This design comes from an exercise in tuning for small area and a short achievable clock period on the open sky130 flow, not from production work. Only simulation tests tie the RTL to the original design; equivalence was not proved. No activity file was given, so power comes from the tool's default toggle rates.

===== config.mk =====
export PLATFORM = sky130hd
export DESIGN_NAME = tlb
export DESIGN_NICKNAME = tlb
export VERILOG_FILES = /design/flow/design.v
export SDC_FILE = /design/flow/constraint.sdc
export NUM_CORES = 4
export LEC_CHECK = 0
export CAP_MARGIN = 20
export CORE_MARGIN = 2
export CORE_UTILIZATION = 35
export CTS_BUF_LIST = sky130_fd_sc_hd__clkbuf_8
export CTS_CLUSTER_DIAMETER = 50
export CTS_CLUSTER_SIZE = 12
export SETUP_SLACK_MARGIN = 3.5
export SLEW_MARGIN = 20
export SYNTH_HIERARCHICAL = 1

===== flow/run.sh =====
#!/bin/bash
# Standard ORFS layout, except that the port buffers are buf_2 cells instead of
# the default pick (a clock delay cell), which adds about 0.5 ns to every port path.
set -euo pipefail
export BUFFER_PORTS_ARGS="-buffer_cell sky130_fd_sc_hd__buf_2"
bash standard.sh > standard.log 2>&1

===== design.v =====
`timescale 1ns / 1ps
module tlb(
    input wire clk,
    input wire [18:0] s0_vppn,
    input wire        s0_va_bit12,
    input wire [ 9:0] s0_asid,
    output wire        s0_found,
    output wire [ 3:0] s0_index,
    output wire [19:0] s0_ppn,
    output wire [ 5:0] s0_ps,
    output wire [ 1:0] s0_plv,
    output wire [ 1:0] s0_mat,
    output wire        s0_d   ,
    output wire        s0_v   ,
    input wire [18:0] s1_vppn,
    input wire        s1_va_bit12,
    input wire [ 9:0] s1_asid,
    output wire        s1_found,
    output wire [ 3:0] s1_index,
    output wire [19:0] s1_ppn,
    output wire [ 5:0] s1_ps,
    output wire [ 1:0] s1_plv,
    output wire [ 1:0] s1_mat,
    output wire        s1_d   ,
    output wire        s1_v   ,
    input wire         invtlb_valid,
    input wire  [ 4:0] invtlb_op,
    input wire        we,
    input wire        w_e,
    input wire [18:0] w_vppn,
    input wire [ 9:0] w_asid,
    input wire        w_g,
    input wire [ 5:0] w_ps,
    input wire [ 3:0] w_index,
    input wire [19:0] w_ppn0,
    input wire [ 1:0] w_plv0,
    input wire [ 1:0] w_mat0,
    input wire        w_d0   ,
    input wire        w_v0   ,
    input wire [19:0] w_ppn1,
    input wire [ 1:0] w_plv1,
    input wire [ 1:0] w_mat1,
    input wire        w_d1   ,
    input wire        w_v1   ,
    input wire [ 3:0] r_index,
    output wire        r_e,
    output wire [18:0] r_vppn,
    output wire [ 9:0] r_asid,
    output wire        r_g,
    output wire [ 5:0] r_ps,
    output wire [19:0] r_ppn0,
    output wire [ 1:0] r_plv0,
    output wire [ 1:0] r_mat0,
    output wire        r_d0   ,
    output wire        r_v0   ,
    output wire [19:0] r_ppn1,
    output wire [ 1:0] r_plv1,
    output wire [ 1:0] r_mat1,
    output wire        r_d1   ,
    output wire        r_v1
    );
wire [25:0] w_p0 = {w_ppn0, w_plv0, w_mat0, w_d0, w_v0};
wire [25:0] w_p1 = {w_ppn1, w_plv1, w_mat1, w_d1, w_v1};
wire        w_big = (w_ps == 6'd21);
wire        inv = invtlb_valid & ~we;
wire [15:0] e_q, big_q, g_q;
wire [18:0] vppn_q [15:0];
wire [ 9:0] asid_q [15:0];
wire [25:0] p0_q   [15:0];
wire [25:0] p1_q   [15:0];
wire [15:0] m0_n, m1_n;
wire [15:0] h0e, h0o, h1e, h1o;
genvar i;
generate for (i = 0; i < 16; i = i + 1) begin : ent
    reg        e, big, g;
    reg [18:0] vppn;
    reg [ 9:0] asid;
    reg [25:0] p0, p1;
    wire wsel = we & (w_index == i);
    always @(posedge clk) begin
        if (wsel) begin
            vppn <= w_vppn;
            asid <= w_asid;
            g    <= w_g;
            big  <= w_big;
            p0   <= w_p0;
            p1   <= w_p1;
        end
    end
    wire odd0 = big ? s0_vppn[8] : s0_va_bit12;
    wire odd1 = big ? s1_vppn[8] : s1_va_bit12;
    wire hi0, lo0, as0, hi1, lo1, as1;
    tlb_cmp c0 (.v(s0_vppn), .a(s0_asid), .sv(vppn), .sa(asid), .e(e), .big(big), .g(g),
                .odd(odd0), .odd_n(~odd0), .m_n(m0_n[i]), .he(h0e[i]), .ho(h0o[i]),
                .hi_e(hi0), .lo_eq(lo0), .as_eq(as0));
    tlb_cmp c1 (.v(s1_vppn), .a(s1_asid), .sv(vppn), .sa(asid), .e(e), .big(big), .g(g),
                .odd(odd1), .odd_n(~odd1), .m_n(m1_n[i]), .he(h1e[i]), .ho(h1o[i]),
                .hi_e(hi1), .lo_eq(lo1), .as_eq(as1));
    wire vm1 = hi1 & (big | lo1);
    wire kill = (invtlb_op == 5'd0) | (invtlb_op == 5'd1)
              | ((invtlb_op == 5'd2) &  g)
              | ((invtlb_op == 5'd3) & ~g)
              | ((invtlb_op == 5'd4) & ~g & as1)
              | ((invtlb_op == 5'd5) & ~g & as1 & vm1)
              | ((invtlb_op == 5'd6) & (g | as1) & vm1);
    always @(posedge clk) begin
        if (wsel)
            e <= w_e;
        else if (inv & kill)
            e <= 1'b0;
    end
    assign e_q[i] = e;
    assign big_q[i] = big;
    assign g_q[i] = g;
    assign vppn_q[i] = vppn;
    assign asid_q[i] = asid;
    assign p0_q[i] = p0;
    assign p1_q[i] = p1;
end endgenerate
wire [25:0] s0_pg, s1_pg;
genvar b;
generate for (b = 0; b < 26; b = b + 1) begin : sel
    wire [15:0] d0, d1;
    for (i = 0; i < 16; i = i + 1) begin : col
        assign d0[i] = p0_q[i][b];
        assign d1[i] = p1_q[i][b];
    end
    tlb_sel32 u0 (.he(h0e), .ho(h0o), .d0(d0), .d1(d1), .q(s0_pg[b]));
    tlb_sel32 u1 (.he(h1e), .ho(h1o), .d0(d0), .d1(d1), .q(s1_pg[b]));
end endgenerate
wire [15:0] m0 = ~m0_n;
wire [15:0] m1 = ~m1_n;
wire s0_big = |(m0 & big_q);
wire s1_big = |(m1 & big_q);
assign s0_found = |m0;
assign s0_index = {|(m0 & 16'hff00), |(m0 & 16'hf0f0), |(m0 & 16'hcccc), |(m0 & 16'haaaa)};
assign s0_ps    = s0_big ? 6'd21 : 6'd12;
assign {s0_ppn, s0_plv, s0_mat, s0_d, s0_v} = s0_pg;
assign s1_found = |m1;
assign s1_index = {|(m1 & 16'hff00), |(m1 & 16'hf0f0), |(m1 & 16'hcccc), |(m1 & 16'haaaa)};
assign s1_ps    = s1_big ? 6'd21 : 6'd12;
assign {s1_ppn, s1_plv, s1_mat, s1_d, s1_v} = s1_pg;
wire [15:0] rsel;
wire [83:0] rq;
wire [83:0] rd [15:0];
generate for (i = 0; i < 16; i = i + 1) begin : rdec
    assign rsel[i] = (r_index == i);
    assign rd[i] = {e_q[i], vppn_q[i], asid_q[i], g_q[i], big_q[i], p0_q[i], p1_q[i]};
end endgenerate
generate for (b = 0; b < 84; b = b + 1) begin : rdb
    wire [15:0] c;
    for (i = 0; i < 16; i = i + 1) begin : col
        assign c[i] = rd[i][b];
    end
    tlb_ao16 u (.s(rsel), .d(c), .q(rq[b]));
end endgenerate
wire r_big;
assign {r_e, r_vppn, r_asid, r_g, r_big,
        r_ppn0, r_plv0, r_mat0, r_d0, r_v0,
        r_ppn1, r_plv1, r_mat1, r_d1, r_v1} = rq;
assign r_ps = r_big ? 6'd21 : 6'd12;
endmodule
module tlb_cmp(
    input  wire [18:0] v,
    input  wire [ 9:0] a,
    input  wire [18:0] sv,
    input  wire [ 9:0] sa,
    input  wire        e, big, g, odd, odd_n,
    output wire        m_n, he, ho,
    output wire        hi_e, lo_eq, as_eq
);
wire [18:0] ve;
wire [ 9:0] ae;
genvar k;
generate for (k = 0; k < 19; k = k + 1) begin : vx
    tlb_xnor2 x (.a(v[k]), .b(sv[k]), .y(ve[k]));
end
for (k = 0; k < 10; k = k + 1) begin : ax
    tlb_xnor2 x (.a(a[k]), .b(sa[k]), .y(ae[k]));
end endgenerate
wire h0, h1, h2, l0, l1, l2, a0, a1, a2;
tlb_nand4 nh0 (.a(ve[18]), .b(ve[17]), .c(ve[16]), .d(ve[15]), .y(h0));
tlb_nand4 nh1 (.a(ve[14]), .b(ve[13]), .c(ve[12]), .d(e),      .y(h1));
tlb_nand3 nh2 (.a(ve[11]), .b(ve[10]), .c(ve[9]),               .y(h2));
tlb_nand3 nl0 (.a(ve[8]),  .b(ve[7]),  .c(ve[6]),               .y(l0));
tlb_nand3 nl1 (.a(ve[5]),  .b(ve[4]),  .c(ve[3]),               .y(l1));
tlb_nand3 nl2 (.a(ve[2]),  .b(ve[1]),  .c(ve[0]),               .y(l2));
tlb_nand4 na0 (.a(ae[9]),  .b(ae[8]),  .c(ae[7]),  .d(ae[6]),   .y(a0));
tlb_nand3 na1 (.a(ae[5]),  .b(ae[4]),  .c(ae[3]),               .y(a1));
tlb_nand3 na2 (.a(ae[2]),  .b(ae[1]),  .c(ae[0]),               .y(a2));
tlb_nor3 rh (.a(h0), .b(h1), .c(h2), .y(hi_e));
tlb_nor3 rl (.a(l0), .b(l1), .c(l2), .y(lo_eq));
tlb_nor3 ra (.a(a0), .b(a1), .c(a2), .y(as_eq));
tlb_o221ai m (.a1(big), .a2(lo_eq), .b1(g), .b2(as_eq), .c1(hi_e), .y(m_n));
tlb_nor2 se (.a(m_n), .b(odd),   .y(he));
tlb_nor2 so (.a(m_n), .b(odd_n), .y(ho));
endmodule
module tlb_sel32(
    input  wire [15:0] he, ho, d0, d1,
    output wire        q
);
wire [3:0] n;
wire [1:0] r;
genvar k;
generate for (k = 0; k < 4; k = k + 1) begin : n_
    tlb_ao8 x (.s({ho[4*k+3:4*k], he[4*k+3:4*k]}), .d({d1[4*k+3:4*k], d0[4*k+3:4*k]}), .q(n[k]));
end endgenerate
tlb_nor2 r0 (.a(n[0]), .b(n[1]), .y(r[0]));
tlb_nor2 r1 (.a(n[2]), .b(n[3]), .y(r[1]));
tlb_nand2 o (.a(r[0]), .b(r[1]), .y(q));
endmodule
module tlb_ao16(
    input  wire [15:0] s, d,
    output wire        q
);
wire [1:0] n;
wire r;
tlb_ao8 n0 (.s(s[7:0]),  .d(d[7:0]),  .q(n[0]));
tlb_ao8 n1 (.s(s[15:8]), .d(d[15:8]), .q(n[1]));
tlb_nor2 r0 (.a(n[0]), .b(n[1]), .y(r));
tlb_inv o (.a(r), .y(q));
endmodule
module tlb_ao8(
    input  wire [7:0] s, d,
    output wire       q
);
assign q = |(s & d);
endmodule
module tlb_xnor2(input wire a, b, output wire y);
assign y = ~(a ^ b);
endmodule
module tlb_nand2(input wire a, b, output wire y);
assign y = ~(a & b);
endmodule
module tlb_nand3(input wire a, b, c, output wire y);
assign y = ~(a & b & c);
endmodule
module tlb_nand4(input wire a, b, c, d, output wire y);
assign y = ~(a & b & c & d);
endmodule
module tlb_nor2(input wire a, b, output wire y);
assign y = ~(a | b);
endmodule
module tlb_nor3(input wire a, b, c, output wire y);
assign y = ~(a | b | c);
endmodule
module tlb_inv(input wire a, output wire y);
assign y = ~a;
endmodule
module tlb_o221ai(input wire a1, a2, b1, b2, c1, output wire y);
assign y = ~((a1 | a2) & (b1 | b2) & c1);
endmodule

===== standard.sh =====
#!/bin/bash
# synth_recipe.tcl (not shown) runs the flow's synth.tcl, then flattens the netlist and writes it again
# the make line also repeats each setting of config.mk as NAME=value (left out here)
make -C /OpenROAD-flow-scripts/flow DESIGN_CONFIG=/design/flow/config.mk WORK_HOME=/design/flow/orfs CLKGATE_MAP_FILE= SYNTH_SCRIPT=/design/flow/synth_recipe.tcl "${@:-finish}"

===== constraint.sdc =====
create_clock -name core_clock -period 10.0 [get_ports {clk}]
set_input_delay 2.0000 -clock core_clock [delete_from_list [all_inputs] [get_ports {clk}]]
set_output_delay 2.0000 -clock core_clock [all_outputs]
set_load 0.01 [all_outputs]

==> results of run 1 <==
-- registers in the layout (all words and copies together) (netlist names) --
name and flops:
ent.asid 160, ent.big 16, ent.e 16, ent.g 16
ent.p0 416, ent.p1 416, ent.vppn 304
-- worst reg2reg max path, stage by stage, from the launching register on --
cell and delay, ns:
edfxtp_1 0.44, xnor2_1 0.22, nand4_1 0.28, nor3_4 0.47
o21ai_0 0.28, a211oi_2 0.26, a211o_1 0.15
-- per-module statistics from Yosys (local to each module, per instance), excerpt --
module,flip-flops and latches,cells,cell area [um2]
tlb,1344,1736,42800
tlb_ao8,0,5,36.3
tlb_nand2,0,1,3.75
tlb_nand3,0,1,5.00
tlb_nand4,0,1,6.26
tlb_nor2,0,1,3.75
tlb_nor3,0,1,10.0
tlb_o221ai,0,1,15.0
tlb_xnor2,0,1,8.76
-- power groups by stage --
stage	combinational (mW)	sequential (mW)	clock [mW]
after floorplan	0.506	6.52	0
after CTS	1.03	6.42	4.11
after global placement	0.976	6.54	0
final	1.06	6.42	4.08
after global routing	1.12	6.43	4.33
after detailed placement	0.988	6.54	0
-- cell families after synthesis --
| family | after synthesis |
|---|---|
| buf+inv | 176 |
| mux | 32 |
| xor+xnor | 944 |
| simple gates | 1202 |
| other cells | 2 |
| compound gates | 1648 |
| flops | 1344 |
-- layer usage --
layer  share of wire  wire (um)  track usage
met5          0.0011        369      0.00433
met3            0.14      46200        0.111
met2            0.42     136000        0.451
met1            0.35     112000        0.380
met4           0.084      27200        0.205
-- stage by stage --
stage	area, um2	power (mW)	hold WS [ns]	utilization	instances
after floorplan	69200	7.02	0.909	-	5355
after global placement	75600	7.52	1.03	0.384	8403
after detailed placement	75600	7.53	1.04	0.384	8404
after CTS	82000	11.6	1.11	0.417	8831
after global routing	83000	11.9	1.20	0.422	8869
final	83000	11.6	1.14	0.422	8879
-- synth_stat cells (2+ instances only) --
| library cell | instances | area [um2] |
|---|---|---|
| a22oi_1 | 1504 | 11300 |
| edfxtp_1 | 1344 | 40400 |
| xnor2_1 | 944 | 8270 |
| nand4_1 | 487 | 3050 |
| nor2_1 | 295 | 1110 |
| nand3_1 | 193 | 966 |
| inv_1 | 118 | 443 |
| nor3_2 | 96 | 961 |
| nand2_1 | 56 | 210 |
| mux2_2 | 32 | 360 |
| o21ai_0 | 32 | 160 |
| o221ai_2 | 32 | 480 |
| o22ai_1 | 29 | 181 |
| inv_2 | 20 | 75.1 |
| clkbuf_1 | 18 | 67.6 |
| or3_1 | 18 | 113 |
| a211o_1 | 16 | 140 |
| a21boi_0 | 16 | 120 |
| buf_4 | 15 | 113 |
| a211oi_2 | 10 | 125 |
| and2_1 | 10 | 62.6 |
| nor3_1 | 10 | 50.1 |
| and3_1 | 7 | 43.8 |
| nand2b_1 | 7 | 43.8 |
| a211oi_1 | 6 | 45.0 |
| or2_2 | 5 | 31.3 |
| a221oi_1 | 3 | 26.3 |
| nor2b_1 | 3 | 18.8 |
| nor3b_1 | 3 | 22.5 |
| or3b_1 | 3 | 26.3 |
| and4_1 | 2 | 17.5 |
| buf_2 | 2 | 10.0 |
| buf_6 | 2 | 22.5 |
| conb_1 | 2 | 7.51 |
| nand3b_1 | 2 | 15.0 |
| or2_1 | 2 | 12.5 |
-- cell type report --
class | instances | area share
Inverter | 138 | 0.00624
Multi-Input combinational cell | 3841 | 0.358
Sequential cell | 1344 | 0.486
Timing Repair Buffer | 633 | 0.0709
Antenna cell | 22 | 0.000663
Clock inverter | 103 | 0.0118
Tap cell | 2640 | 0.0398
Clock buffer | 158 | 0.0262
-- placed cells by master, fill, tap and decap left out, types with 10 or more instances in the layout --
cell       instances
a211o_1           16
nand4_1          487
inv_8             10
edfxtp_1        1344
buf_6             67
nor3_2            22
a22oi_1         1504
o22ai_1           29
a21boi_0          16
inv_1            134
buf_8             18
clkinv_1          16
nor2_1           196
diode_2           22
clkinv_4          14
nor3_4            84
xnor2_1          939
clkinv_2          15
or3_1             17
o21ai_0           32
bufinv_16         11
inv_2             21
nor2_2            18
buf_12            97
o221ai_4          28
nand2_1           49
nor2_4            87
and2_1            10
buf_2            260
clkbuf_8         158
nand3_1          187
buf_4            181
a211oi_2          10
mux2_2            32
-- path summary, 6_finish.rpt --
kind	to	slack (ns)	cells after the start
worst min register to register	ent[6].e	1.14	3
worst max-delay path	s0_ppn[3]	3.38	12
worst min-delay path	ent[6].e	1.14	3
worst max register to register	ent[10].e	7.63	6
-- repair_timing --
action | 4_1_cts | 5_1_grt
setup endpoints to repair | 132 | 60
cloned | 8 | 8
setup buffers | 158 | 18
gates resized for setup | 274 | 121
pin swaps | 99 | 54
==> summary.txt, run 1 <==
Synth
  – Primary FF master, synth: edfxtp_1
  – Post-synthesis cell type count: 40
  – Syn_area_per_cell: 12.9 um2
  – #FFs+latches synth: 1,344
  – Seq/Total Area, Yosys: 0.584
  – Mux share of post-synthesis cell area: 0.00522
  – Largest family of logic cells by synthesized area: compound AO/OA/AOI/OAI gates
  – Async S/R FF share, synth: 0
  – Post-Synth XOR/XNOR Area: 0.120
  – Ys Warns: 7
  – Post-synthesis adder-cell area fraction: 0
  – Compound-Gate Fraction of Synth Area: 0.182
  – Gate count of the mapped netlist: 5,348
  – Netlist Area Pre-Place: 69,100 um2
  – Post-synth EDFFs: roughly 1.3k
  – Simple-Gate Fraction of Synth Area: 0.0981

Route
  – Vias/cell: a little under 7
  – Drt pass-1 iters: 11
  – Routed WL: approximately 320 mm
  – Vias: 60.0k
  – DRC Markers: 0
  – DRT antenna net count: 0
  – DR iter-0 viols: 11.0k
  – Wire per inst: about 36 um

Worst setup path
  – Worst r2r src: ent[10].vppn[16]
  – Delay-heaviest family, CP: simple AND/OR/NAND/NOR gates
  – CP Class: in -> out
  – CP cell instances: buf_12, xnor2_1, nand4_1, nor3_4, o221ai_4, nor2_4, buf_12, a22oi_1, nand4_1, nor2_1, nand2_1, buf_2
  – Slowest stage delay, CP: 0.52 ns
  – Crit-path max FO: 26
  – Crit-path slowest cell: nor3_4
  – Setup crit end kind: output pin
  – Setup crit start: s0_asid[7]
  – Bufs and invs on worst path: 3
  – Type of origin of the critical path: input port
  – CP Data Required Time: 8.00 ns
  – CP arrival: 4.62 ns

Clock network
  – Clock tree root buffer cell: clkbuf_8
  – H-tree Lvls: 4
  – Hold bufs inserted after CTS: 0
  – CTS max path bufs: 3
  – CTS Sinks: 1,344
  – CTS buffer count: 157
  – CTS clk-pin slew, worst paths: 0.08 ns
  – Clock Latency Late Sink: 0.98 ns
  – TritonCTS clock tree: built

Global routing
  – GRT Overall Usage: 0.308
  – Antenna violations before repair: 30
  – Grt ovf: 0
  – Global-route wire length before repair: roughly 440 mm
  – Maximum number of pins on one net before global-route repair: 85
  – Vias in the first global route: 57.3k

Power
  – Clock power share: 0.353
  – Pwr/cell area: 139 nW/um2
  – Switching share of power: 0.265
  – Worst vdd ir: between 0.1 and 0.15 mV
  – Reg power frac: 0.555
  – Cell Int Power: about 8.5 mW
  – Sw power: 3.06 mW
  – Comb power frac: 0.092
  – Pleak: 26.1 nW

Placed design
  – DP Worst Slack: 2.24 ns
  – DP HPWL: 197 mm
  – IO buf count: roughly 320
  – Placer Congestion: 0.994

Die
  – Full die area: about 200,000 um2
  – Die Y: 448 um
  – IO Count: ~330
  – Row count: 163
  – Die Width: 448 um
  – Starting Density: 0.351
  – Core Footprint: 197,000 um2

Cells and area
  – Layout fillers: 18.0k
  – Multi-input gate area: 29,800 um2
  – Register Area: 40,400 um2
  – Fin nets: 6,280
  – Share of post-route cells with drive strength above 1: 0.193
  – Synthesis-to-layout area growth: 20.2%

Timing
  – Final count of pins violating max slew: 0
  – Worst Tran Pin Value: around 1.2 ns
  – Fmax: between 0.15 and 0.2 GHz
  – Final TNS setup: 0 ns
  – Post-route clock period utilization: 0.662
  – Layout Skew: between 0.04 and 0.05 ns
  – Max transition margin: 0.220
  – RSZ-0062 raised after global routing: yes
  – Tmin final: approximately 6.6 ns
  – Final hold vios: 0
  – Final setup vio count: 0
  – Setup WS post-layout: 3.38 ns

Run
  – # Max-Cap Violations: 0

Status
  – Run status: complete, no violations

Worst hold path
  – Min-delay worst type: reg -> reg
  – Hold Path Origin: ent[6].g
==> run 2, diff against run 1 <==
--- a/config.mk
+++ b/config.mk
@@ -7,7 +7,7 @@
 export LEC_CHECK = 0
 export CAP_MARGIN = 20
 export CORE_MARGIN = 2
-export CORE_UTILIZATION = 35
+export CORE_UTILIZATION = 45
 export CTS_BUF_LIST = sky130_fd_sc_hd__clkbuf_8
 export CTS_CLUSTER_DIAMETER = 50
 export CTS_CLUSTER_SIZE = 12
==> summary.txt, run 2 <==
Status
  – Run status: complete, no violations

Synth
  – Netlist Area Pre-Place: 69,100 um2
  – Post-synth EDFFs: 1,344
  – Ys Warns: 7
  – Synth top cells by count: a22oi_1 (1,504), edfxtp_1 (1,344), xnor2_1 (944)
  – Syn_area_per_cell: 12.9 um2
  – Async S/R FF share, synth: 0
  – Seq/Total Area, Yosys: 0.584
  – Top-area cell type share of the netlist area: 0.584
  – Most frequent cell after synthesis: a22oi_1
  – Top cells by area, synth: edfxtp_1 (58%), a22oi_1 (16%), xnor2_1 (12%)
  – Cell taking the most area after synthesis: edfxtp_1
  – #FFs+latches synth: 1,344
  – Post-synthesis cell type count: 40
  – Gate count of the mapped netlist: 5,348
  – Primary FF master, synth: edfxtp_1

Route
  – DR iter-0 viols: 10.8k
  – Drt pass-1 iters: 9
  – Vias/cell: around 7.3
  – DRC Markers: 0
  – Routed WL: roughly 320 mm
  – Vias: 60.4k
  – Wire per inst: 38.1 um
  – DRT antenna net count: 0

Clock network
  – Hold bufs inserted after CTS: 0
  – TritonCTS clock tree: built
  – CTS Sinks: ~1.3k
  – H-tree Lvls: 4
  – Clock Latency Late Sink: 0.92 ns
  – CTS buffer count: between 150 and 200
  – CTS clk-pin slew, worst paths: about 0.080 ns
  – CTS max path bufs: 3
  – Clock tree root buffer cell: clkbuf_8

Timing
  – RSZ-0062 raised after global routing: yes
  – Final hold vios: 0
  – Max transition margin: 0.249
  – Final TNS setup: 0 ns
  – Final count of pins violating max slew: 0
  – Layout Skew: 0.0451 ns
  – Fmax: 0.151 GHz
  – Tmin final: 6.62 ns
  – Final setup vio count: 0
  – Worst Tran Pin Value: approximately 1.1 ns
  – Post-route clock period utilization: 0.662

Worst setup path
  – Type of origin of the critical path: input port
  – Setup crit end kind: output pin
  – Crit-path max FO: 18
  – Setup crit start: s1_vppn[12]
  – Worst r2r src: ent[13].vppn[3]
  – CP Class: in -> out
  – CP arrival: roughly 4.6 ns
  – CP Data Required Time: 8.00 ns

Cells and area
  – Share of post-route cells with drive strength above 1: 0.191
  – Commonest cells after routing, fill and taps aside: a22oi_1 (1,504), edfxtp_1 (1,344), xnor2_1 (942), nand4_1 (487), buf_2 (259)
  – Regs by FF count: ent.p0 (416), ent.p1 (416), ent.vppn (304)
  – Synthesis-to-layout area growth: 19.2%
  – Leading cell type in the layout, fill and taps excluded: a22oi_1
  – Fin nets: between 6k and 7k

Global routing
  – Antenna violations before repair: 26
  – GRT Overall Usage: 0.389
  – Global-route wire length before repair: 433 mm
  – Vias in the first global route: between 50k and 60k
  – Grt ovf: 0
  – Maximum number of pins on one net before global-route repair: 82

Power
  – Pleak: 25.9 nW
  – Worst vdd ir: roughly 0.11 mV
  – Power, Total: around 12 mW
  – Pwr/cell area: roughly 140 nW/um2

Die
  – Full die area: 157,000 um2
  – Die Width: 396 um
  – Core Footprint: 152,000 um2
  – Die Y: 396 um
  – Starting Density: 0.454
  – IO Count: 328
  – Row count: 143

Run
  – # Max-Cap Violations: 0

Placed design
  – DP HPWL: 192 mm
  – Placer Congestion: about 0.99
  – IO buf count: 318

Worst hold path
  – Min-delay worst type: reg -> reg
  – Hold Path Origin: ent[3].g
==> run 2: what timing repair did <==
action	in CTS	in global routing
hold endpoints to repair	0	0
setup endpoints to repair	149	85
gates resized for setup	251	95
gates cloned	19	0
setup buffers	129	16
pin swaps	120	41
==> run 2: per-module statistics from Yosys (local to each module, per instance), a selection <==
module | times used | cell area (um2) | flip-flops and latches | cells inside
tlb | 1 | 42800 | 1344 | 1736
tlb_ao8 | 376 | 36.3 | 0 | 5
tlb_inv | 84 | 3.75 | 0 | 1
tlb_nand2 | 52 | 3.75 | 0 | 1
tlb_nand3 | 192 | 5.00 | 0 | 1
tlb_nand4 | 96 | 6.26 | 0 | 1
tlb_nor2 | 252 | 3.75 | 0 | 1
tlb_nor3 | 96 | 10.0 | 0 | 1
tlb_o221ai | 32 | 15.0 | 0 | 1
tlb_xnor2 | 928 | 8.76 | 0 | 1
==> run 2: logic make-up (layout without fill, tap and decap cells) <==
logic type | after synthesis | in the layout | synth area share
multiplexers | 32 | 32 | 0.00522
XOR/XNOR | 944 | 944 | 0.120
AND/OR/NAND/NOR | 1202 | 1221 | 0.0981
flip-flops | 1344 | 1344 | 0.584
buffers and inverters | 176 | 1006 | 0.0106
AO/OA/AOI/OAI | 1648 | 1648 | 0.182
other | 2 | 35 | 0.000109
==> run 2: final timing paths <==
path                            depth (start not counted)  slack (ns)         end
worst max-delay path                                   12        3.38  s1_ppn[12]
worst min-delay path                                    3        1.10    ent[3].e
worst max register to register                          6        7.61   ent[13].e
worst min register to register                          3        1.10    ent[3].e
==> run 2: layer usage <==
layer | vias to the layer above | part of all wire | track usage
met2 | 5805 | 0.42 | 0.567
met5 | - | 0.0014 | 0.0172
met3 | 1591 | 0.15 | 0.152
met4 | 22 | 0.084 | 0.261
met1 | 29400 | 0.34 | 0.476
li1 | 23600 | - | -
==> run 2: where the power goes <==
part | switching, mW | leakage (nW) | internal [mW]
clock | 2.24 | 1.74 | 2.07
combinational | 0.702 | 12.0 | 0.358
sequential | 0.109 | 12.1 | 6.31
total | 3.05 | 25.9 | 8.74
==> run 2: layout make-up <==
cell class / instances / area [um2]
Clock buffer: 167 / 2300
Fill cell: 12500 / 69900
Antenna cell: 26 / 65.1
Inverter: 138 / 518
Sequential cell: 1344 / 40400
Clock inverter: 109 / 1140
Tap cell: 2030 / 2540
Timing Repair Buffer: 592 / 5580
Multi-Input combinational cell: 3854 / 29800
==> run 2: critical path: stages <==
cell and delay [ns]:
buf_4 0.32, xnor2_1 0.18, nand4_1 0.14, nor3_2 0.42, o221ai_4 0.28, nor2_4 0.21, buf_8 0.32, a22oi_1 0.14
nand4_1 0.15, nor2_1 0.09, nand2_1 0.17, buf_2 0.17
==> run 2: stage by stage <==
stage	hold slack (ns)	std cells	util	cell area, um2	setup WS (ns)
after global routing	1.15	8239	0.540	82300	3.48
final	1.10	8260	0.541	82300	3.38
after detailed placement	1.03	7793	0.494	75300	2.14
after CTS	1.08	8217	0.536	81600	3.47
after floorplan	0.909	5355	-	69200	1.35
after global placement	1.04	7766	0.490	74600	2.14
==> run 3, diff against run 2 <==
==> config.mk (replaced) <==
export PLATFORM = sky130hd
export DESIGN_NAME = tlb
export DESIGN_NICKNAME = tlb
export VERILOG_FILES = /design/flow/design.v
export SDC_FILE = /design/flow/constraint.sdc
export NUM_CORES = 4
export LEC_CHECK = 0
export CAP_MARGIN = 10
export CORE_MARGIN = 2
export CORE_UTILIZATION = 35
export CTS_BUF_LIST = sky130_fd_sc_hd__clkbuf_8
export CTS_CLUSTER_DIAMETER = 50
export CTS_CLUSTER_SIZE = 12
export SETUP_SLACK_MARGIN = 3.5
export SLEW_MARGIN = 10
export SYNTH_HIERARCHICAL = 1
==> summary.txt, run 3 <==
Worst setup path
  – CP Class: in -> out
  – Top cell by count, worst path: buf_2
  – Bufs and invs on worst path: 4
  – Crit-path max FO: 36
  – Slowest stage delay, CP: 0.55 ns
  – CP arrival: 4.65 ns
  – Type of origin of the critical path: input port
  – CP Data Required Time: roughly 8.0 ns
  – CP cell instances: buf_2, nand2b_2, nor2_4, buf_4, a22oi_1, nand4_1, nor2_1, inv_1, buf_2
  – Setup crit end kind: output pin
  – Delay-heaviest family, CP: simple AND/OR/NAND/NOR gates
  – Crit-path slowest cell: nand2b_2

Clock network
  – Hold bufs inserted after CTS: 0
  – CTS buffer count: 163
  – CTS clk-pin slew, worst paths: about 0.080 ns
  – CTS Sinks: 1,344
  – CTS max path bufs: 3
  – Clock tree root buffer cell: clkbuf_8
  – Clock Latency Late Sink: a little under 1 ns
  – TritonCTS clock tree: built
  – H-tree Lvls: 4

Die
  – Starting Density: 0.351
  – IO Count: 328
  – Full die area: roughly 200,000 um2
  – Die Y: 448 um
  – Row count: 163
  – Core Footprint: 197,000 um2
  – Die Width: 448 um

Synth
  – Ys Warns: 7
  – Gate count of the mapped netlist: 5,348
  – Synth top cells by count: a22oi_1 (1,504), edfxtp_1 (1,344), xnor2_1 (944)
  – Primary FF master, synth: edfxtp_1
  – Largest family of logic cells by synthesized area: compound AO/OA/AOI/OAI gates
  – Post-Synth XOR/XNOR Area: 0.120
  – Netlist Area Pre-Place: 69,100 um2
  – Top-area cell type share of the netlist area: 0.584
  – Mux share of post-synthesis cell area: 0.00522
  – Post-synth EDFFs: between 1k and 1.5k
  – Async S/R FF share, synth: 0
  – Post-synthesis adder-cell area fraction: 0
  – Post-synthesis cell type count: 40
  – Cell taking the most area after synthesis: edfxtp_1
  – Compound-Gate Fraction of Synth Area: 0.182
  – Simple-Gate Fraction of Synth Area: 0.0981
  – Most frequent cell after synthesis: a22oi_1
  – Seq/Total Area, Yosys: 0.584
  – Top cells by area, synth: edfxtp_1 (58%), a22oi_1 (16%), xnor2_1 (12%)
  – Syn_area_per_cell: 12.9 um2
  – #FFs+latches synth: 1,344

Power
  – Pleak: 26.2 nW
  – Pwr/cell area: between 100 and 150 nW/um2
  – Worst vdd ir: 0.106 mV

Route
  – DR iter-0 viols: 11.9k
  – Wire per inst: 36.2 um
  – DRC Markers: 0
  – DRT antenna net count: 0
  – Vias: slightly above 60k
  – Vias/cell: 6.77
  – Drt pass-1 iters: 10
  – Routed WL: 323 mm

Cells and area
  – Fin nets: 6,313
  – Leading cell type in the layout, fill and taps excluded: a22oi_1
  – Regs by FF count: ent.p0 (416), ent.p1 (416), ent.vppn (304)
  – Share of post-route cells with drive strength above 1: 0.206
  – Layout fillers: 18.0k
  – Commonest cells after routing, fill and taps aside: a22oi_1 (1,485), edfxtp_1 (1,344), xnor2_1 (940), nand4_1 (487), buf_2 (241)
  – Register Area: between 40,000 and 50,000 um2
  – Synthesis-to-layout area growth: 21.0%
  – Core Util, Final: 0.425
  – Multi-input gate area: 30,000 um2

Timing
  – Setup WS post-layout: approximately 3.4 ns
  – RSZ-0062 raised after global routing: yes
  – Fmax: 0.150 GHz
  – Final hold vios: 0
  – Final setup vio count: 0
  – Max transition margin: 0.199
  – Tmin final: around 6.6 ns
  – Layout Skew: 0.0667 ns
  – Worst Tran Pin Value: 1.20 ns
  – Post-route clock period utilization: 0.665
  – Final TNS setup: 0 ns
  – Final count of pins violating max slew: 0

Global routing
  – Grt ovf: 0
  – Maximum number of pins on one net before global-route repair: between 80 and 90
  – GRT Overall Usage: 0.308
  – Vias in the first global route: roughly 57k
  – Antenna violations before repair: 31
  – Global-route wire length before repair: 439 mm

Status
  – Run status: complete, no violations

Placed design
  – DP HPWL: 197 mm
  – Placer Congestion: 0.994
  – DP Worst Slack: 2.21 ns
  – IO buf count: around 320

Worst hold path
  – Min-delay worst type: reg -> reg

Run
  – # Max-Cap Violations: 0
==> run 3: cell counts after synthesis <==
No cell type changed its count.
==> run 3: per-module statistics from Yosys, one instance, submodules excluded, a selection <==
module,cells,area [um2],flops+latches,times used
tlb_o221ai,1,15.0,0,32
tlb_ao8,5,36.3,0,376
tlb_nor2,1,3.75,0,252
tlb_nand2,1,3.75,0,52
tlb,1736,42800,1344,1
tlb_nand3,1,5.00,0,192
tlb_nor3,1,10.0,0,96
tlb_inv,1,3.75,0,84
tlb_nand4,1,6.26,0,96
tlb_xnor2,1,8.76,0,928
==> run 3: final timing paths <==
path,from,endpoint,slack (ns),depth (start not counted)
hold / removal,ent[6].g,ent[6].e,1.14,3
setup / recovery,r_index[2],r_mat1[1],3.35,9
setup reg to reg,ent[12].asid[9],ent[12].e,7.69,7
hold reg to reg,ent[6].g,ent[6].e,1.14,3
==> run 3: logic make-up after synthesis <==
family / count (synthesis)
buffers and inverters: 176
DFF: 1344
muxes: 32
xor gates and xnor gates: 944
AOI/OAI and AO/OA: 1648
other: 2
and+or+nand+nor: 1202
==> run 3: repair_timing <==
action / CTS / global route
gates resized for setup: 279 / 172
endpoints found under the setup margin: 133 / 66
cloned: 9 / 8
buffers inserted: 166 / 37
pin swaps: 93 / 132
==> run 3: worst min-delay path: cells and delay by family, from the launching register on <==
| family | cells | cell delay (ns) |
|---|---|---|
| XOR/XNOR | 1 | 0.11 |
| flip-flops | 1 | 0.58 |
| AO/OA/AOI/OAI | 2 | 0.32 |
==> run 3: power by group <==
group	switching [mW]	leakage, nW	internal [mW]
logic	0.704	12.4	0.363
registers	0.110	12.1	6.31
clock network	2.29	1.66	1.80
==> run 3: stage by stage <==
step	hold WS, ns	instance area (um2)	power (mW)	instances
floorplan	0.909	69200	7.02	5355
global placement	1.03	75600	7.52	8403
detailed placement	1.05	75600	7.53	8403
CTS	1.11	82100	11.6	8847
global route	1.20	83600	11.9	8900
finish	1.14	83600	11.6	8918
==> run 3: routing by layer <==
layer | wire length (um) | vias up | share of wire | track usage
met5 | 326 | - | 0.0010 | 0.00938
met4 | 26200 | 24 | 0.081 | 0.199
met3 | 46600 | 1450 | 0.14 | 0.107
met2 | 137000 | 5762 | 0.42 | 0.452
met1 | 113000 | 29500 | 0.35 | 0.385
li1 | - | 23600 | - | -
==> run 3: final cells by class <==
type | instances | area share
timing repair buffer | 659 | 0.0739
clock buffer | 167 | 0.0275
clock inverter | 102 | 0.0108
multi-input combinational | 3842 | 0.359
sequential | 1344 | 0.483
antenna | 26 | 0.000778
inverter | 138 | 0.00620
tap | 2640 | 0.0395
==> run 4, diff against run 3 <==
==> flow/run.sh (replaced) <==
#!/bin/bash
# Standard ORFS layout, except that the port buffers are buf_4 cells instead of
# the default pick (a clock delay cell), which adds about 0.5 ns to every port path.
set -euo pipefail
export BUFFER_PORTS_ARGS="-buffer_cell sky130_fd_sc_hd__buf_4"
bash standard.sh > standard.log 2>&1
--- a/config.mk
+++ b/config.mk
@@ -5,12 +5,12 @@
 export SDC_FILE = /design/flow/constraint.sdc
 export NUM_CORES = 4
 export LEC_CHECK = 0
-export CAP_MARGIN = 10
+export CAP_MARGIN = 20
 export CORE_MARGIN = 2
 export CORE_UTILIZATION = 35
 export CTS_BUF_LIST = sky130_fd_sc_hd__clkbuf_8
 export CTS_CLUSTER_DIAMETER = 50
 export CTS_CLUSTER_SIZE = 12
 export SETUP_SLACK_MARGIN = 3.5
-export SLEW_MARGIN = 10
+export SLEW_MARGIN = 20
 export SYNTH_HIERARCHICAL = 1
==> summary.txt, run 4 <==
Power
  – Sw power: 3.03 mW
  – Pleak: ~26 nW
  – Reg power frac: 0.558
  – Worst vdd ir: roughly 0.11 mV
  – Clock power share: 0.347
  – Comb power frac: 0.095
  – Cell Int Power: 8.48 mW
  – Switching share of power: 0.263
  – Pwr/cell area: 139 nW/um2

Cells and area
  – Fin nets: 6,208
  – Core Util, Final: 0.421
  – Leading cell type in the layout, fill and taps excluded: a22oi_1
  – Multi-input gate area: 29,700 um2
  – Commonest cells after routing, fill and taps aside: a22oi_1 (1,503), edfxtp_1 (1,344), xnor2_1 (944), nand4_1 (487), buf_4 (390)
  – Register Area: between 40,000 and 50,000 um2
  – Layout fillers: 18.0k
  – Share of post-route cells with drive strength above 1: 0.183
  – Post-route cell area: approximately 83,000 um2
  – Regs by FF count: ent.p0 (416), ent.p1 (416), ent.vppn (304)
  – Synthesis-to-layout area growth: 19.8%
  – Fin cells: 8,787

Synth
  – Compound-Gate Fraction of Synth Area: 0.182
  – Largest family of logic cells by synthesized area: compound AO/OA/AOI/OAI gates
  – Netlist Area Pre-Place: 69,100 um2
  – Ys Warns: 7
  – Async S/R FF share, synth: 0
  – Post-Synth XOR/XNOR Area: 0.120
  – Primary FF master, synth: edfxtp_1
  – Simple-Gate Fraction of Synth Area: 0.0981
  – #FFs+latches synth: around 1.3k
  – Mux share of post-synthesis cell area: 0.00522
  – Seq/Total Area, Yosys: 0.584
  – Post-synthesis adder-cell area fraction: 0
  – Cell taking the most area after synthesis: edfxtp_1
  – Top-area cell type share of the netlist area: 0.584
  – Syn_area_per_cell: about 13 um2
  – Most frequent cell after synthesis: a22oi_1
  – Gate count of the mapped netlist: approximately 5.3k
  – Synth top cells by count: a22oi_1 (1,504), edfxtp_1 (1,344), xnor2_1 (944)
  – Post-synthesis cell type count: 40
  – Top cells by area, synth: edfxtp_1 (58%), a22oi_1 (16%), xnor2_1 (12%)
  – Post-synth EDFFs: between 1k and 1.5k

Worst setup path
  – CP arrival: 4.59 ns
  – Type of origin of the critical path: input port
  – CP cell instances: buf_6, xnor2_1, nand3_1, nor3_4, buf_4, o221ai_4, nor2_4, buf_4, a22oi_1, nand4_1, nor2_1, nand2_1, buf_4
  – Top cell by count, worst path: buf_4
  – Slowest stage delay, CP: 0.37 ns
  – CP Class: in -> out
  – Crit-path slowest cell: nor2_4
  – Crit-path max FO: 16
  – CP Data Required Time: approximately 8.0 ns
  – Setup crit end kind: output pin

Clock network
  – Hold bufs inserted after CTS: 0
  – Clock Latency Late Sink: 0.96 ns
  – CTS clk-pin slew, worst paths: 0.07 ns
  – CTS buffer count: 156
  – CTS max path bufs: 3
  – H-tree Lvls: 4
  – TritonCTS clock tree: built
  – CTS Sinks: 1,344
  – Clock tree root buffer cell: clkbuf_8

Timing
  – Layout Skew: approximately 0.076 ns
  – Final setup vio count: 0
  – Fmax: approximately 0.15 GHz
  – Worst Tran Pin Value: 1.17 ns
  – Post-route clock period utilization: 0.659
  – Max transition margin: 0.220
  – Final hold slack: 1.07 ns
  – Final count of pins violating max slew: 0
  – RSZ-0062 raised after global routing: yes
  – Final hold vios: 0
  – Final TNS setup: 0 ns
  – Tmin final: 6.59 ns

Worst hold path
  – Min-delay worst type: reg -> reg

Global routing
  – GRT Overall Usage: 0.307
  – Antenna violations before repair: 22
  – Grt ovf: 0
  – Global-route wire length before repair: 435 mm
  – Maximum number of pins on one net before global-route repair: 62
  – Vias in the first global route: 56.6k

Die
  – Starting Density: 0.351
  – IO Count: 328
  – Die Width: 448 um
  – Core Footprint: ~200,000 um2
  – Die Y: 448 um
  – Full die area: 201,000 um2
  – Row count: 163

Placed design
  – Placed standard-cell area: ~76,000 um2
  – IO buf count: 318
  – Placed Instances: 8,414
  – Placer Congestion: approximately 1.0
  – DP HPWL: between 150 and 200 mm

Route
  – Drt pass-1 iters: 12
  – Vias/cell: around 6.8
  – DRC Markers: 0
  – DRT antenna net count: 0
  – Routed WL: approximately 320 mm
  – Vias: 59.5k
  – DR iter-0 viols: 10.9k
  – Wire per inst: 36.5 um

Run
  – # Max-Cap Violations: 0

Status
  – Run status: complete, no violations
[run 4: layout make-up]
class,count,area share
multi-input combinational,3837,0.359
clock buffer,156,0.0259
tap,2640,0.0399
inverter,138,0.00626
sequential,1344,0.488
antenna,17,0.000514
clock inverter,89,0.0105
timing repair buffer,566,0.0702
[run 4: kinds of logic (layout without fill, tap and decap cells)]
family / after synthesis / count (layout)
mux: 32 / 32
flops: 1344 / 1344
buf+inv: 176 / 949
xor+xnor: 944 / 944
other cells: 2 / 26
simple gates: 1202 / 1204
compound gates: 1648 / 1648
[run 4: what timing repair did]
action	in CTS	in global routing
endpoints found under the setup margin	123	74
buffers inserted	82	21
resized for setup	288	104
pin swaps	79	42
gates cloned	3	5
[run 4: critical path, delay by kind of cell]
family / cells / cell delay [ns]
AND/OR/NAND/NOR: 6 / 1.18
buffers and inverters: 4 / 0.89
AO/OA/AOI/OAI: 2 / 0.31
XOR/XNOR: 1 / 0.16
[run 4: power groups by stage]
stage / sequential (mW) / combinational (mW) / clock (mW)
finish: 6.42 / 1.10 / 3.99
global route: 6.43 / 1.15 / 4.22
CTS: 6.42 / 1.07 / 4.03
detailed placement: 6.54 / 1.04 / 0
global placement: 6.54 / 1.03 / 0
floorplan: 6.52 / 0.506 / 0
[run 4: worst paths after layout]
| path | from | endpoint | slack, ns | cells after the start |
|---|---|---|---|---|
| hold / removal | ent[3].g | ent[3].e | 1.07 | 3 |
| hold reg to reg | ent[3].g | ent[3].e | 1.07 | 3 |
| setup / recovery | s1_vppn[2] | s1_ppn[3] | 3.41 | 13 |
| setup reg to reg | ent[12].vppn[3] | ent[12].e | 7.71 | 6 |
[run 4: metal layers]
layer	share of wire	up-vias	GRT usage
li1	-	23400	-
met1	0.35	29300	0.382
met2	0.43	5516	0.459
met3	0.14	1295	0.101
met4	0.076	14	0.195
met5	0.00031	-	0.00120
[run 4: modules after synthesis, one instance, submodules excluded, a selection]
module | flip-flops and latches | cells | cell area [um2]
tlb | 1344 | 1736 | 42800
tlb_nor2 | 0 | 1 | 3.75
tlb_xnor2 | 0 | 1 | 8.76
tlb_nand2 | 0 | 1 | 3.75
tlb_ao8 | 0 | 5 | 36.3
tlb_nor3 | 0 | 1 | 10.0
tlb_inv | 0 | 1 | 3.75
tlb_o221ai | 0 | 1 | 15.0
tlb_nand3 | 0 | 1 | 5.00
tlb_nand4 | 0 | 1 | 6.26
[run 4: through the flow]
stage          power, mW  setup WS (ns)
5_1_grt             11.8           3.48
4_1_cts             11.5           3.50
6_report            11.5           3.41
3_5_place_dp        7.58           2.57
3_3_place_gp        7.57           2.64
2_1_floorplan       7.02           1.35
==> run 5, diff against run 4 <==
--- a/design.v
+++ b/design.v
@@ -69,7 +69,10 @@
 wire [25:0] p0_q   [15:0];
 wire [25:0] p1_q   [15:0];
 wire [15:0] m0_n, m1_n;
-wire [15:0] h0e, h0o, h1e, h1o;
+wire [15:0] h0e [1:0];
+wire [15:0] h0o [1:0];
+wire [15:0] h1e [1:0];
+wire [15:0] h1o [1:0];
 genvar i;
 generate for (i = 0; i < 16; i = i + 1) begin : ent
     reg        e, big, g;
@@ -91,10 +94,12 @@
     wire odd1 = big ? s1_vppn[8] : s1_va_bit12;
     wire hi0, lo0, as0, hi1, lo1, as1;
     tlb_cmp c0 (.v(s0_vppn), .a(s0_asid), .sv(vppn), .sa(asid), .e(e), .big(big), .g(g),
-                .odd(odd0), .odd_n(~odd0), .m_n(m0_n[i]), .he(h0e[i]), .ho(h0o[i]),
+                .odd(odd0), .odd_n(~odd0), .m_n(m0_n[i]),
+                .he({h0e[1][i], h0e[0][i]}), .ho({h0o[1][i], h0o[0][i]}),
                 .hi_e(hi0), .lo_eq(lo0), .as_eq(as0));
     tlb_cmp c1 (.v(s1_vppn), .a(s1_asid), .sv(vppn), .sa(asid), .e(e), .big(big), .g(g),
-                .odd(odd1), .odd_n(~odd1), .m_n(m1_n[i]), .he(h1e[i]), .ho(h1o[i]),
+                .odd(odd1), .odd_n(~odd1), .m_n(m1_n[i]),
+                .he({h1e[1][i], h1e[0][i]}), .ho({h1o[1][i], h1o[0][i]}),
                 .hi_e(hi1), .lo_eq(lo1), .as_eq(as1));
     wire vm1 = hi1 & (big | lo1);
     wire kill = (invtlb_op == 5'd0) | (invtlb_op == 5'd1)
@@ -125,8 +130,8 @@
         assign d0[i] = p0_q[i][b];
         assign d1[i] = p1_q[i][b];
     end
-    tlb_sel32 u0 (.he(h0e), .ho(h0o), .d0(d0), .d1(d1), .q(s0_pg[b]));
-    tlb_sel32 u1 (.he(h1e), .ho(h1o), .d0(d0), .d1(d1), .q(s1_pg[b]));
+    tlb_sel32 u0 (.he(h0e[b / 13]), .ho(h0o[b / 13]), .d0(d0), .d1(d1), .q(s0_pg[b]));
+    tlb_sel32 u1 (.he(h1e[b / 13]), .ho(h1o[b / 13]), .d0(d0), .d1(d1), .q(s1_pg[b]));
 end endgenerate
 wire [15:0] m0 = ~m0_n;
 wire [15:0] m1 = ~m1_n;
@@ -140,11 +145,13 @@
 assign s1_index = {|(m1 & 16'hff00), |(m1 & 16'hf0f0), |(m1 & 16'hcccc), |(m1 & 16'haaaa)};
 assign s1_ps    = s1_big ? 6'd21 : 6'd12;
 assign {s1_ppn, s1_plv, s1_mat, s1_d, s1_v} = s1_pg;
-wire [15:0] rsel;
+wire [15:0] rsel [3:0];
 wire [83:0] rq;
 wire [83:0] rd [15:0];
+generate for (i = 0; i < 4; i = i + 1) begin : rdup
+    tlb_dec4 d (.a(r_index), .y(rsel[i]));
+end endgenerate
 generate for (i = 0; i < 16; i = i + 1) begin : rdec
-    assign rsel[i] = (r_index == i);
     assign rd[i] = {e_q[i], vppn_q[i], asid_q[i], g_q[i], big_q[i], p0_q[i], p1_q[i]};
 end endgenerate
 generate for (b = 0; b < 84; b = b + 1) begin : rdb
@@ -152,7 +159,7 @@
     for (i = 0; i < 16; i = i + 1) begin : col
         assign c[i] = rd[i][b];
     end
-    tlb_ao16 u (.s(rsel), .d(c), .q(rq[b]));
+    tlb_ao16 u (.s(rsel[b / 21]), .d(c), .q(rq[b]));
 end endgenerate
 wire r_big;
 assign {r_e, r_vppn, r_asid, r_g, r_big,
@@ -166,7 +173,8 @@
     input  wire [18:0] sv,
     input  wire [ 9:0] sa,
     input  wire        e, big, g, odd, odd_n,
-    output wire        m_n, he, ho,
+    output wire        m_n,
+    output wire [1:0]  he, ho,
     output wire        hi_e, lo_eq, as_eq
 );
 wire [18:0] ve;
@@ -192,8 +200,10 @@
 tlb_nor3 rl (.a(l0), .b(l1), .c(l2), .y(lo_eq));
 tlb_nor3 ra (.a(a0), .b(a1), .c(a2), .y(as_eq));
 tlb_o221ai m (.a1(big), .a2(lo_eq), .b1(g), .b2(as_eq), .c1(hi_e), .y(m_n));
-tlb_nor2 se (.a(m_n), .b(odd),   .y(he));
-tlb_nor2 so (.a(m_n), .b(odd_n), .y(ho));
+tlb_nor2 se0 (.a(m_n), .b(odd),   .y(he[0]));
+tlb_nor2 se1 (.a(m_n), .b(odd),   .y(he[1]));
+tlb_nor2 so0 (.a(m_n), .b(odd_n), .y(ho[0]));
+tlb_nor2 so1 (.a(m_n), .b(odd_n), .y(ho[1]));
 endmodule
 module tlb_sel32(
     input  wire [15:0] he, ho, d0, d1,
@@ -226,6 +236,12 @@
 );
 assign q = |(s & d);
 endmodule
+module tlb_dec4(input wire [3:0] a, output wire [15:0] y);
+genvar k;
+generate for (k = 0; k < 16; k = k + 1) begin : d
+    assign y[k] = (a == k);
+end endgenerate
+endmodule
 module tlb_xnor2(input wire a, b, output wire y);
 assign y = ~(a ^ b);
 endmodule
==> flow/run.sh (replaced) <==
#!/bin/bash
# Standard ORFS layout, except that the port buffers are buf_2 cells instead of
# the default pick (a clock delay cell), which adds about 0.5 ns to every port path.
set -euo pipefail
export BUFFER_PORTS_ARGS="-buffer_cell sky130_fd_sc_hd__buf_2"
bash standard.sh > standard.log 2>&1
--- a/config.mk
+++ b/config.mk
@@ -7,7 +7,7 @@
 export LEC_CHECK = 0
 export CAP_MARGIN = 20
 export CORE_MARGIN = 2
-export CORE_UTILIZATION = 35
+export CORE_UTILIZATION = 65
 export CTS_BUF_LIST = sky130_fd_sc_hd__clkbuf_8
 export CTS_CLUSTER_DIAMETER = 50
 export CTS_CLUSTER_SIZE = 12
==> summary.txt, run 5 <==
Synth
  – Primary FF master, synth: edfxtp_1
  – Post-Synth XOR/XNOR Area: 0.118
  – Largest family of logic cells by synthesized area: compound AO/OA/AOI/OAI gates
  – Ys Warns: 7
  – Compound-Gate Fraction of Synth Area: 0.179
  – Cell taking the most area after synthesis: edfxtp_1
  – Syn_area_per_cell: 12.9 um2
  – Netlist Area Pre-Place: between 70,000 and 80,000 um2
  – Most frequent cell after synthesis: a22oi_1
  – Mux share of post-synthesis cell area: 0.00512
  – Post-synth EDFFs: 1,344
  – Gate count of the mapped netlist: 5,471
  – Synth top cells by count: a22oi_1 (1,504), edfxtp_1 (1,344), xnor2_1 (944)
  – Top-area cell type share of the netlist area: 0.574
  – Simple-Gate Fraction of Synth Area: 0.111
  – Top cells by area, synth: edfxtp_1 (57%), a22oi_1 (16%), xnor2_1 (12%)
  – Async S/R FF share, synth: 0
  – #FFs+latches synth: approximately 1.3k
  – Post-synthesis adder-cell area fraction: 0
  – Post-synthesis cell type count: 45
  – Seq/Total Area, Yosys: 0.574

Power
  – Worst vdd ir: approximately 0.19 mV
  – Pwr/cell area: about 140 nW/um2
  – Sw power: 2.91 mW
  – Comb power frac: 0.098
  – Pleak: 25.7 nW
  – Reg power frac: 0.575
  – Switching share of power: 0.260
  – Cell Int Power: 8.27 mW
  – Clock power share: 0.327

Cells and area
  – Regs by FF count: ent.p0 (416), ent.p1 (416), ent.vppn (304)
  – Leading cell type in the layout, fill and taps excluded: a22oi_1
  – Commonest cells after routing, fill and taps aside: a22oi_1 (1,504), edfxtp_1 (1,344), xnor2_1 (941), nand4_1 (483), nor2_1 (306)
  – Fin nets: 6,332
  – Share of post-route cells with drive strength above 1: 0.171
  – Synthesis-to-layout area growth: 14.1%

Timing
  – Layout Skew: around 0.038 ns
  – Final TNS setup: 0 ns
  – Max transition margin: 0.165
  – Worst Tran Pin Value: 1.25 ns
  – Tmin final: 6.79 ns
  – Final setup vio count: 0
  – Fmax: 0.147 GHz
  – Final hold slack: ~1.1 ns
  – Final count of pins violating max slew: 0
  – Final hold vios: 0
  – Post-route clock period utilization: 0.679
  – RSZ-0062 raised after global routing: yes

Clock network
  – CTS buffer count: 148
  – Clock tree root buffer cell: clkbuf_8
  – H-tree Lvls: 4
  – TritonCTS clock tree: built
  – CTS Sinks: approximately 1.3k
  – Clock Latency Late Sink: 0.91 ns
  – CTS clk-pin slew, worst paths: 0.08 ns
  – CTS max path bufs: 3
  – Hold bufs inserted after CTS: 0

Worst setup path
  – Crit-path max FO: 16
  – Setup crit end kind: output pin
  – Reg2reg path depth: 6
  – Type of origin of the critical path: input port
  – R2r setup slk: approximately 7.3 ns
  – CP arrival: 4.79 ns
  – CP endpoint: s1_ppn[2]
  – Setup crit start: s1_vppn[4]
  – CP Class: in -> out
  – Crit Reg-Reg Endpoint: ent[2].e
  – CP Data Required Time: around 8 ns
  – Worst r2r src: ent[2].vppn[18]

Global routing
  – Vias in the first global route: 59.2k
  – Grt ovf: 0
  – Antenna violations before repair: 24
  – Global-route wire length before repair: 426 mm
  – Maximum number of pins on one net before global-route repair: 54
  – GRT Overall Usage: 0.542

Route
  – DR iter-0 viols: approximately 14k
  – Drt pass-1 iters: 21
  – Vias: 63.6k
  – Vias/cell: slightly above 8
  – DRC Markers: 0
  – Wire per inst: 40.6 um
  – DRT antenna net count: 0
  – Routed WL: 311 mm

Run
  – # Max-Cap Violations: 0

Placed design
  – DP HPWL: about 190 mm
  – IO buf count: 318
  – Placer Congestion: 1.05

Die
  – Die Y: roughly 330 um
  – IO Count: 328
  – Row count: 120
  – Core Footprint: about 110,000 um2
  – Full die area: 111,000 um2
  – Starting Density: 0.656
  – Die Width: 333 um

Status
  – Run status: complete, no violations

Worst hold path
  – Min-delay worst type: reg -> reg
[run 5: through the flow]
step	instance area, um2	std cells	utilization	total power [mW]	setup slack (ns)
after floorplan	70400	5478	-	7.05	1.35
after global placement	75100	7358	0.701	7.51	2.81
after detailed placement	75100	7358	0.701	7.53	2.77
after CTS	79100	7608	0.738	11.0	3.47
after global routing	80200	7653	0.748	11.4	3.42
final	80200	7660	0.748	11.2	3.21
[run 5: how the worst min path moves through the flow]
stage	from	end	slack, ns	depth (start not counted)
2_1_floorplan	ent[0].g	ent[0].e	0.91	3
3_5_place_dp	ent[10].g	ent[10].e	1.02	3
3_3_place_gp	ent[10].g	ent[10].e	1.02	3
4_1_cts	ent[3].g	ent[3].e	1.04	3
6_report	ent[10].g	ent[10].e	1.11	3
5_1_grt	ent[12].g	ent[12].e	1.12	3
[run 5: critical path: stages]
cell      delay [ns]
buf_4           0.28
xnor2_1         0.18
nand3_1         0.15
nor3_2          0.53
o221ai_2        0.30
nor2_1          0.17
buf_4           0.40
a22oi_1         0.16
nand4_1         0.12
nor2_1          0.08
nand2_1         0.20
buf_2           0.18
[run 5: layout make-up]
type | count | area [um2]
Sequential cell | 1344 | 40400
Multi-Input combinational cell | 3937 | 30200
Fill cell | 6812 | 27000
Timing Repair Buffer | 593 | 4690
Clock buffer | 153 | 2110
Tap cell | 1403 | 1760
Clock inverter | 72 | 587
Inverter | 143 | 537
Antenna cell | 15 | 37.5
[run 5: power by group through the flow]
stage | Combinational (mW) | Sequential (mW) | Clock [mW]
finish | 1.10 | 6.42 | 3.66
global route | 1.12 | 6.43 | 3.82
CTS | 1.02 | 6.42 | 3.61
detailed placement | 0.992 | 6.54 | 0
global placement | 0.970 | 6.54 | 0
floorplan | 0.531 | 6.52 | 0
[run 5: kinds of logic (layout without fill, tap and decap cells)]
kind of cell	count (synthesis)	count (layout)
DFF	1344	1344
and+or+nand+nor	1304	1304
xor gates and xnor gates	944	944
muxes	32	32
buffers and inverters	197	961
other	2	24
AOI/OAI and AO/OA	1648	1648
[run 5: metal layers]
metal  up-vias  GRT usage  wire [um]
met5         -     0.0265        488
met4        25      0.327      26500
met3      2175      0.317      67100
met2      7770      0.724     120000
met1     29700      0.671      96200
li1      23900          -          -
[run 5: repair_timing]
action	CTS	global route
buffers inserted	25	34
resized for setup	177	155
cloned	0	3
setup endpoints to repair	150	94
pin swaps	37	35
endpoints found under the hold margin	0	0
[run 5: modules after synthesis (local to each module, per instance), a selection]
module	cells	area, um2	flops+latches	copies in the design
tlb_nor3	1	10.0	0	96
tlb_o221ai	1	15.0	0	32
tlb_nand4	1	6.26	0	96
tlb_nand3	1	5.00	0	192
tlb_inv	1	3.75	0	84
tlb	1715	42700	1344	1
tlb_nor2	1	3.75	0	316
tlb_xnor2	1	8.76	0	928
tlb_dec4	20	277	0	4
tlb_ao8	5	36.3	0	376
tlb_nand2	1	3.75	0	52

-- re-timing with driven ports --
How much do the figures lean on ideal ports? The routed layouts below were timed once more, with nothing changed but the port constraints. Step 1: set_driving_cell puts a clkbuf_16 on clk and a buf_2 on each other input, an assumption about the parent block. Step 2 also shifts input and output timing later by t, the mid clock arrival at the registers, as if the neighbouring blocks saw the same clock. Slacks: ideal / step 1 / step 2; pairs: ideal / step 1.
| run | t, ns | setup WS [ns] | hold WS [ns] |
|---|---|---|---|
| run 1 | 1.079 | 3.384 / 3.305 / 3.305 | 1.139 / 1.139 / 1.139 |
| run 2 | 1.004 | 3.384 / 3.328 / 3.328 | 1.099 / 1.099 / 1.099 |
| run 3 | 1.034 | 3.352 / 3.291 / 3.291 | 1.145 / 1.145 / 1.145 |
| run 4 | 1.016 | 3.414 / 3.331 / 3.331 | 1.071 / 1.071 / 1.071 |
| run 5 | 0.986 | 3.211 / 3.181 / 3.181 | 1.112 / 1.112 / 1.112 |
After both steps every run listed still meets setup and hold. For run 4, which loses most, drivers alone change the setup slack by -0.083 ns; drivers and shift together by -0.083 ns.
